Source: an optimization exercise on an open RTL-to-GDS flow (aim: small area). Production flows keep margins and buffers that such runs may drop. Where RTL was checked, it was by simulation tests only, not by an equivalence proof against the original. No driver is modelled on the clock port, so clocking that relies on it looks cheaper here than on a real chip. Power is estimated from default activity; no workload was simulated.

==> module debounce, before the edit <==
module debounce(
    input  btnl,
    input  clk,
    input  stb,      
    input  ph2,      
    input  btn,
    output fire
    );
reg       btn0, btn1, key;
reg [4:0] btn_cnt;
localparam [4:0] C0 = 5'd0, C1 = 5'd1, C29 = 5'd24, C30 = 5'd16, CS = 5'd31;
wire c30 = (btn_cnt == C30);
wire cs  = (btn_cnt == CS);
assign fire = ph2 & ~key & ((c30 & btn1) | (cs & ~btn1));
always @(posedge clk or posedge btnl)
begin
    if (btnl)
        begin
            btn0 <= 0;  btn1 <= 0;  btn_cnt <= C0;
        end
    else if (stb)
        begin
            btn0 <= btn;  btn1 <= btn0;
            if (btn0 ^ btn1)
                btn_cnt <= (btn_cnt == C29) ? CS : C0;
            else if (cs)
                btn_cnt <= C1;
            else if (~c30)
                btn_cnt <= {btn_cnt[3:0], ~(btn_cnt[4] ^ btn_cnt[2])};
        end
end
always @(posedge clk or posedge btnl)
    if (btnl)
        key <= 0;
    else if (ph2 & (c30 | cs))
        key <= btn1 ^ cs;
endmodule
Settings: LEC_CHECK=0, CAP_MARGIN=20, CORE_MARGIN=2, CORE_UTILIZATION=40, CTS_BUF_LIST=sky130_fd_sc_hd__clkbuf_8, SLEW_MARGIN=20; clock period 10.0 ns.
standard.sh (not shown) runs the stock make flow with config.mk's settings and CLKGATE_MAP_FILE= SYNTH_SCRIPT=/design/flow/synth_recipe.tcl, a recipe that flattens the netlist after the stock synthesis.
==> flow/flow/run.sh <==
#!/bin/bash
# Standard ORFS layout with two changes: ports are buffered with the
# smallest buffer, and CTS inserts no dummy loads.
set -euo pipefail
export BUFFER_PORTS_ARGS="-buffer_cell sky130_fd_sc_hd__buf_1"
export CTS_ARGS="-sink_clustering_enable -repair_clock_nets -buf_list sky130_fd_sc_hd__clkbuf_8 -dont_use_dummy_load"
bash standard.sh > standard_flow.log 2>&1
Then changed:
--- a/flow/design.v
+++ b/flow/design.v
@@ -5,36 +5,30 @@
     input  ph2,      
     input  btn,
     output fire
     );
-reg       btn0, btn1, key;
+reg       btn0, btn1, key, rose;
 reg [4:0] btn_cnt;
-localparam [4:0] C0 = 5'd0, C1 = 5'd1, C29 = 5'd24, C30 = 5'd16, CS = 5'd31;
-wire c30 = (btn_cnt == C30);
-wire cs  = (btn_cnt == CS);
-assign fire = ph2 & ~key & ((c30 & btn1) | (cs & ~btn1));
+localparam [4:0] C29 = 5'd24, C30 = 5'd16;
+assign fire = rose & ph2;
 always @(posedge clk or posedge btnl)
 begin
     if (btnl)
         begin
-            btn0 <= 0;  btn1 <= 0;  btn_cnt <= C0;
+            btn0 <= 0;  btn1 <= 0;  btn_cnt <= 0;  key <= 0;  rose <= 0;
         end
     else if (stb)
         begin
             btn0 <= btn;  btn1 <= btn0;
             if (btn0 ^ btn1)
-                btn_cnt <= (btn_cnt == C29) ? CS : C0;
-            else if (cs)
-                btn_cnt <= C1;
-            else if (~c30)
+                btn_cnt <= 0;
+            else if (btn_cnt != C30)
                 btn_cnt <= {btn_cnt[3:0], ~(btn_cnt[4] ^ btn_cnt[2])};
+            rose <= (btn_cnt == C29) & btn1 & ~key;
+            if (btn_cnt == C29)
+                key <= btn1;
         end
 end
-always @(posedge clk or posedge btnl)
-    if (btnl)
-        key <= 0;
-    else if (ph2 & (c30 | cs))
-        key <= btn1 ^ cs;
 endmodule
 module mch_codec
 (
     input   btnl,  
Effect: Area after synthesis is lower by 0.47%. Synthesized cell count drops by 4.0%. Clock skew stays flat. Die area went down by 0.46%. Final area falls by 0.64%. Worst setup slack gets worse by 110 ps. Flip-flop and latch count came out higher by 2. Combinational power is lower by 37%. Clock power climbs by about 2%. Via count falls by 4.1%. Total power fell by 4.7%. Count of clock-buffer cells in the layout does not change. Global-route usage shrinks by 0.34 points. First-iteration DRC count came out higher by 41%.
Function not checked in the first run of this note: the RTL went through the layout flow alone.


old:
mch_codec, a different RTL version from the one above (not shown whole).
For scale: about 480 cells after synthesis, ~120 flip-flops, roughly 50 I/O pins, roughly 5000 µm² of cells after synthesis.
Design mch_codec, start of the top module:
module mch_codec
(
    input   btnl,  
    input   clk,   
    input   btnr,  
    input   btnd,  
    input   [15:0] sw,
    input   rxsd,
    output  reg txsd,
    output  [6:0] seg,
    output  dp,
    output  [3:0] an,
    output  reg [15:0] led
);
==> module mch_codec, before the edit <==
module mch_codec
(
    input   btnl,  
    input   clk,   
    input   btnr,  
    input   btnd,  
    input   [15:0] sw,
    input   rxsd,
    output  reg txsd,
    output  [6:0] seg,
    output  dp,
    output  [3:0] an,
    output  reg [15:0] led
);
assign seg = 7'b1111111;
assign dp  = 1'b0;
reg [4:0] q25p;
reg [1:0] q4p;
wire q_l1  = ~q25p[4] & ~q25p[2] & ~q25p[1] &  q25p[0];    
wire q_l22 = ~q25p[4] &  q25p[3] & ~q25p[1] &  q25p[0];    
wire q_l23 =  q25p[4] &  q25p[3] & ~q25p[2] & ~q25p[0];    
wire q_l24 =  q25p[4] & ~q25p[3] & ~q25p[1] & ~q25p[0];    
localparam [4:0] L0 = 5'd0, L1 = 5'd1, L21 = 5'd22, L22 = 5'd13, L23 = 5'd26, L24 = 5'd20;
wire p99 = (q4p == 2'd3) & q_l24;
wire stb = (q4p == 2'd3) & q_l22;
always @(posedge clk or posedge btnl)
    if (btnl)
        begin q25p <= L21;  q4p <= 2'd3; end
    else if (q_l24)
        begin q25p <= L0;  q4p <= q4p + 2'd1; end
    else
        q25p <= {q25p[3:0], ~(q25p[4] ^ q25p[2])};
wire start, lsel_tg;
debounce u_debounce0 (.btnl(btnl), .clk(clk), .stb(stb), .ph2(p99), .btn(btnr), .fire(start));
debounce u_debounce1 (.btnl(btnl), .clk(clk), .stb(stb), .ph2(p99), .btn(btnd), .fire(lsel_tg));
reg lsel;
assign an = {lsel, ~lsel, ~lsel, lsel};
always @(posedge clk or posedge btnl)
    if (btnl)
        lsel <= 1'b0;
    else if (lsel_tg)
        lsel <= ~lsel;
reg [6:0] u;
always @(posedge clk or posedge btnl)
    if (btnl)
        u <= 127;
    else if (start)
        u <= 4;
    else if (p99)
        u <= (u[6] & u[4] & u[1] & u[0]) ? 7'd127 : u + 1'b1;    
reg [3:0] nib;
reg       sbit;
wire      lt   = (nib < 10);
wire [3:0] low = lt ? nib : nib + 4'd7;
wire      cap  = (q4p == 3) & q_l23 & (u[2:0] == 3'd6);
always @(posedge clk)
    if (cap)
        begin
            sbit <= low[0];
            case (u[4:3])
            2'd3: nib <= sw[15:12];
            2'd0: nib <= sw[11:8];
            2'd1: nib <= sw[7:4];
            default: nib <= sw[3:0];
            endcase
        end
wire [2:0] j = u[2:0];
reg        cbit;
always @*
    case (j)
    3'd0: cbit = 1'b0;
    3'd1: cbit = ~lt;
    3'd2: cbit = lt;
    3'd3: cbit = lt;
    3'd4: cbit = low[3];
    3'd5: cbit = low[2];
    3'd6: cbit = low[1];
    default: cbit = sbit;
    endcase
reg bbit;
always @*
    if (u < 24)         bbit = ~u[1];             
    else if (u < 32)    bbit = (j == 3'd5);       
    else if (u < 64)    bbit = cbit;              
    else                bbit = ~u[1];             
wire sdo = bbit ^ ~q4p[1];
always @(posedge clk or posedge btnl)
    if (btnl)
        txsd <= 1;
    else if (q_l1 & q4p[0])
        begin
            if (u < 16)         txsd <= u[1];
            else if (u < 72)    txsd <= sdo;
            else if (u < 84)    txsd <= ~u[1];
            else                txsd <= 1'b1;
        end
reg       rd0, rd1, rxing;
reg       chi;
reg [4:0] clo;
wire      c_l24 = clo[4] & ~clo[3] & ~clo[1] & ~clo[0];    
reg       pl0, pl1;
reg [7:0] acnt;
reg       bad;         
reg  [6:0] tpd;                  
wire [7:0] rbyte = {tpd, ~rd0};   
wire rR = pl0 & ~pl1;
wire rF = pl1 & ~pl0;
always @(posedge clk or posedge btnl)
    if (btnl)
        begin rd0 <= 1;  rd1 <= 1; end
    else
        begin rd0 <= rxsd;  rd1 <= rd0; end
always @(posedge clk or posedge btnl)
    if (btnl)
        begin rxing <= 0;  chi <= 1; end
    else if (~rxing & rd1 & ~rd0)
        begin rxing <= 1;  chi <= 0; end
    else if (rxing)
        begin
            if (rd0 ^ rd1)
                chi <= 0;
            else if (c_l24)
                chi <= ~chi;
            if (acnt[7] & acnt[5] & acnt[3] & acnt[1])  rxing <= 0;    
        end
    else
        chi <= 1;
always @(posedge clk)
    if (~rxing | (rd0 ^ rd1) | c_l24)
        clo <= L0;
    else
        clo <= {clo[3:0], ~(clo[4] ^ clo[2])};
always @(posedge clk)
    begin pl0 <= chi;  pl1 <= pl0; end
always @(posedge clk)
    if (~rxing)
        acnt <= 0;
    else if (rR)                 
        acnt <= acnt + 1'b1;
always @(posedge clk)
    if (~rxing)
        bad <= 0;
    else if (rR & (((acnt < 24) & (rd0 != acnt[2])) | ((acnt == 8'd38) & (rbyte != 8'hcc))))
        bad <= 1;
reg [3:0] d0, d1, d2, d3;
reg [3:0] v;
reg       x0, x1, cm;
reg [3:0] nb0, nb1, nb2, nb3;
wire       dig   = (rbyte[7:4] == 4'h3) & (rbyte[3:0] < 10);
wire       alp   = (rbyte[7:4] == 4'h4) & (rbyte[3:0] > 0) & (rbyte[3:0] < 7);
wire       rvld  = dig | alp;
wire [3:0] rdec  = rbyte[6] ? rbyte[3:0] + 4'd9 : rbyte[3:0];    
always @(posedge clk)
    if (rR)
        begin
            if (~acnt[0])
                tpd <= rbyte[6:0];
            if (~acnt[7] & (acnt[3:0] == 4'd6))
                case (acnt[5:4])
                2'd0: begin d0 <= rdec;  v[0] <= rvld; end
                2'd1: begin d1 <= rdec;  v[1] <= rvld; end
                2'd2: begin d2 <= rdec;  v[2] <= rvld; end
                2'd3: begin d3 <= rdec;  v[3] <= rvld; end
                endcase
        end
always @(posedge clk or posedge btnl)
    if (btnl)
        begin x0 <= 1;  x1 <= 1;  cm <= 0; end
    else
        begin
            x0 <= pl1;  x1 <= x0;
            cm <= x1 & ~x0 & acnt[7] & ~acnt[4] & acnt[3] & acnt[2] & acnt[1] & ~acnt[0] & ~bad;   
        end
always @(posedge clk or posedge btnl)
    if (btnl)
        begin nb0 <= 0;  nb1 <= 0;  nb2 <= 0;  nb3 <= 0; end
    else if (cm)
        begin
            if (v[0]) nb0 <= d0;
            if (v[1]) nb1 <= d1;
            if (v[2]) nb2 <= d2;
            if (v[3]) nb3 <= d3;
        end
always @(posedge clk or posedge btnl)
    if (btnl)
        led <= 0;
    else if (lsel == 0)
        led <= sw;
    else
        led <= {nb0, nb1, nb2, nb3};
endmodule
clock: 10.0 ns
lec_check: 0
cap_margin: 20
core_margin: 2
core_utilization: 50
slew_margin: 20
==> flow/flow/run.sh <==
#!/bin/bash
# Layout = the standard ORFS flow (standard.sh), with these changes:
#  - synthesis maps logic with an area-oriented ABC script (flow/area.abc,
#    a 60 s &deepsyn AIG optimization, then area-oriented amap mapping);
#    the synthesis script is otherwise the standard flow's own (synth_recipe.tcl);
#  - ports are buffered with the smallest buffer (buf_1);
#  - CTS inserts no dummy loads, uses clkbuf_4 under a clkbuf_16 root;
#  - tie cells are not split per load;
#  - after CTS, fix_clk.tcl sizes each clock buffer to the smallest clkbuf
#    that keeps the slew at its loads under CLK_SLEW_TARGET.
# Each tool's output goes to its own log file in this folder.
set -euo pipefail
W=$PWD
{ head -n 1 synth_recipe.tcl; cat flow/abc_area.tcl; tail -n +2 synth_recipe.tcl; } > area_synth.tcl
sed "s#SYNTH_SCRIPT=[^ ]*#SYNTH_SCRIPT=$W/area_synth.tcl#" standard.sh > area_standard.sh
grep -q "SYNTH_SCRIPT=$W/area_synth.tcl" area_standard.sh
export AREA_ABC_SCRIPT=$W/flow/area.abc
export BUFFER_PORTS_ARGS="-buffer_cell sky130_fd_sc_hd__buf_1"
export CTS_ARGS="-sink_clustering_enable -repair_clock_nets -root_buf sky130_fd_sc_hd__clkbuf_16 -buf_list sky130_fd_sc_hd__clkbuf_4 -dont_use_dummy_load"
export SKIP_REPAIR_TIE_FANOUT=1
bash area_standard.sh cts > flow_to_cts.log 2>&1
RES_DIR=orfs/results/sky130hd/mch_codec/base CLK_SLEW_TARGET=0.1 \
  openroad -no_init -exit flow/fix_clk.tcl > fix_clk.log 2>&1
bash area_standard.sh > flow_finish.log 2>&1
Other scripts of this flow, unchanged in this note and not shown: flow/flow/abc_area.tcl, flow/flow/area.abc, flow/flow/fix_clk.tcl
The following lists how new was set up differently from old:
-- flow/design.v --
<<< old, line 50
reg [4:0] q25p;
reg [1:0] q4p;
wire q_l1  = ~q25p[4] & ~q25p[2] & ~q25p[1] &  q25p[0];    
wire q_l22 = ~q25p[4] &  q25p[3] & ~q25p[1] &  q25p[0];    
wire q_l23 =  q25p[4] &  q25p[3] & ~q25p[2] & ~q25p[0];    
wire q_l24 =  q25p[4] & ~q25p[3] & ~q25p[1] & ~q25p[0];    
localparam [4:0] L0 = 5'd0, L1 = 5'd1, L21 = 5'd22, L22 = 5'd13, L23 = 5'd26, L24 = 5'd20;
wire p99 = (q4p == 2'd3) & q_l24;
wire stb = (q4p == 2'd3) & q_l22;
always @(posedge clk or posedge btnl)
    if (btnl)
        begin q25p <= L21;  q4p <= 2'd3; end
    else if (q_l24)
        begin q25p <= L0;  q4p <= q4p + 2'd1; end
    else
>>> new, line 50
reg [4:0] q25p;
reg [1:0] q4p;
localparam [4:0] L0 = 5'd0, L1 = 5'd1, L21 = 5'd22, L22 = 5'd13, L23 = 5'd26, L24 = 5'd20;
wire p99 = (q4p == 2'd3) & (q25p == L24);
wire stb = (q4p == 2'd3) & (q25p == L22);
always @(posedge clk or posedge btnl)
    if (btnl)
        begin q25p <= L21;  q4p <= 2'd3; end
    else if (q25p == L24)
        begin q25p <= L0;  q4p <= q4p + 2'd1; end
    else
<<< old, line 81
        u <= 4;
    else if (p99)
        u <= (u[6] & u[4] & u[1] & u[0]) ? 7'd127 : u + 1'b1;    
reg [3:0] nib;
reg       sbit;
wire      lt   = (nib < 10);
wire [3:0] low = lt ? nib : nib + 4'd7;
wire      cap  = (q4p == 3) & q_l23 & (u[2:0] == 3'd6);
always @(posedge clk)
    if (cap)
>>> new, line 77
        u <= 4;
    else if (p99)
        u <= (u < 83) ? u + 1'b1 : 7'd127;
reg [3:0] nib;
reg       sbit;
wire      lt   = (nib < 10);
wire [3:0] low = lt ? nib : nib + 4'd7;
wire      cap  = (q4p == 3) & (q25p == L23) & (u[2:0] == 3'd6);
always @(posedge clk)
    if (cap)
<<< old, line 121
    if (btnl)
        txsd <= 1;
    else if (q_l1 & q4p[0])
        begin
            if (u < 16)         txsd <= u[1];
>>> new, line 117
    if (btnl)
        txsd <= 1;
    else if ((q25p == L1) & q4p[0])
        begin
            if (u < 16)         txsd <= u[1];
<<< old, line 131
reg       chi;
reg [4:0] clo;
wire      c_l24 = clo[4] & ~clo[3] & ~clo[1] & ~clo[0];    
reg       pl0, pl1;
reg [7:0] acnt;
>>> new, line 127
reg       chi;
reg [4:0] clo;
reg       pl0, pl1;
reg [7:0] acnt;
<<< old, line 153
            if (rd0 ^ rd1)
                chi <= 0;
            else if (c_l24)
                chi <= ~chi;
            if (acnt[7] & acnt[5] & acnt[3] & acnt[1])  rxing <= 0;    
        end
    else
        chi <= 1;
always @(posedge clk)
    if (~rxing | (rd0 ^ rd1) | c_l24)
        clo <= L0;
    else
>>> new, line 148
            if (rd0 ^ rd1)
                chi <= 0;
            else if (clo == L24)
                chi <= ~chi;
            if (acnt == 170)    rxing <= 0;
        end
    else
        chi <= 1;
always @(posedge clk)
    if (~rxing | (rd0 ^ rd1) | (clo == L24))
        clo <= L0;
    else
<<< old, line 203
        begin
            x0 <= pl1;  x1 <= x0;
            cm <= x1 & ~x0 & acnt[7] & ~acnt[4] & acnt[3] & acnt[2] & acnt[1] & ~acnt[0] & ~bad;   
        end
always @(posedge clk or posedge btnl)
>>> new, line 198
        begin
            x0 <= pl1;  x1 <= x0;
            cm <= x1 & ~x0 & (acnt == 8'd142) & ~bad;
        end
always @(posedge clk or posedge btnl)
Results
- old → new: adder-cell area share of the yosys netlist went down; final cell count went down; time the worst path needs with I/O delays and setup went up.
- ~same die outline height in old and new
- Comparing old with new, the die area came out essentially unchanged.
- Between old and new, the clock transition at the register clock pins on the worst setup and hold paths after CTS does not differ in any meaningful way.
- Looking at area of placed instances across old and new, the one that comes out lower is new.
- On share of the yosys chip area belonging to registers, old tracks new almost exactly.
- Multi-input combinational cell area ended up 0.50% higher on new than on old.
- Against old, new reports a met2 track demand over resource in global routing that is lower.
- Highest achievable clock rate deteriorates in new relative to old.
- Looking at period utilization, new sits above old.
No run of this note included a check of the RTL's function; only the layout flow was run.

what the ideal ports hide:
Ports are ideal in the flow. The routed layouts listed here were re-timed in OpenROAD. Step 1: set_driving_cell puts a clkbuf_16 on clk and a buf_2 on each other input, an assumption about the parent block. Step 2 also shifts input and output timing later by t, the mid clock arrival at the registers, as if the neighbouring blocks saw the same clock. Slacks: ideal ports / drivers / drivers and shift; pairs: ideal ports / drivers.
run	shift t [ns]	setup slack, ns	worst setup path at the end	clock arrival spread, ns
the first run of note 1	0.444	6.373 / 6.340 / 6.784	register to output	0.020 / 0.020
the second run of note 1	0.459	6.266 / 6.231 / 6.690	register to output	0.024 / 0.024
old	0.371	6.614 / 6.578 / 6.949	register to output	0.028 / 0.028
new	0.350	6.052 / 6.018 / 6.368	register to output	0.044 / 0.044
After both steps every run listed still meets setup and hold.
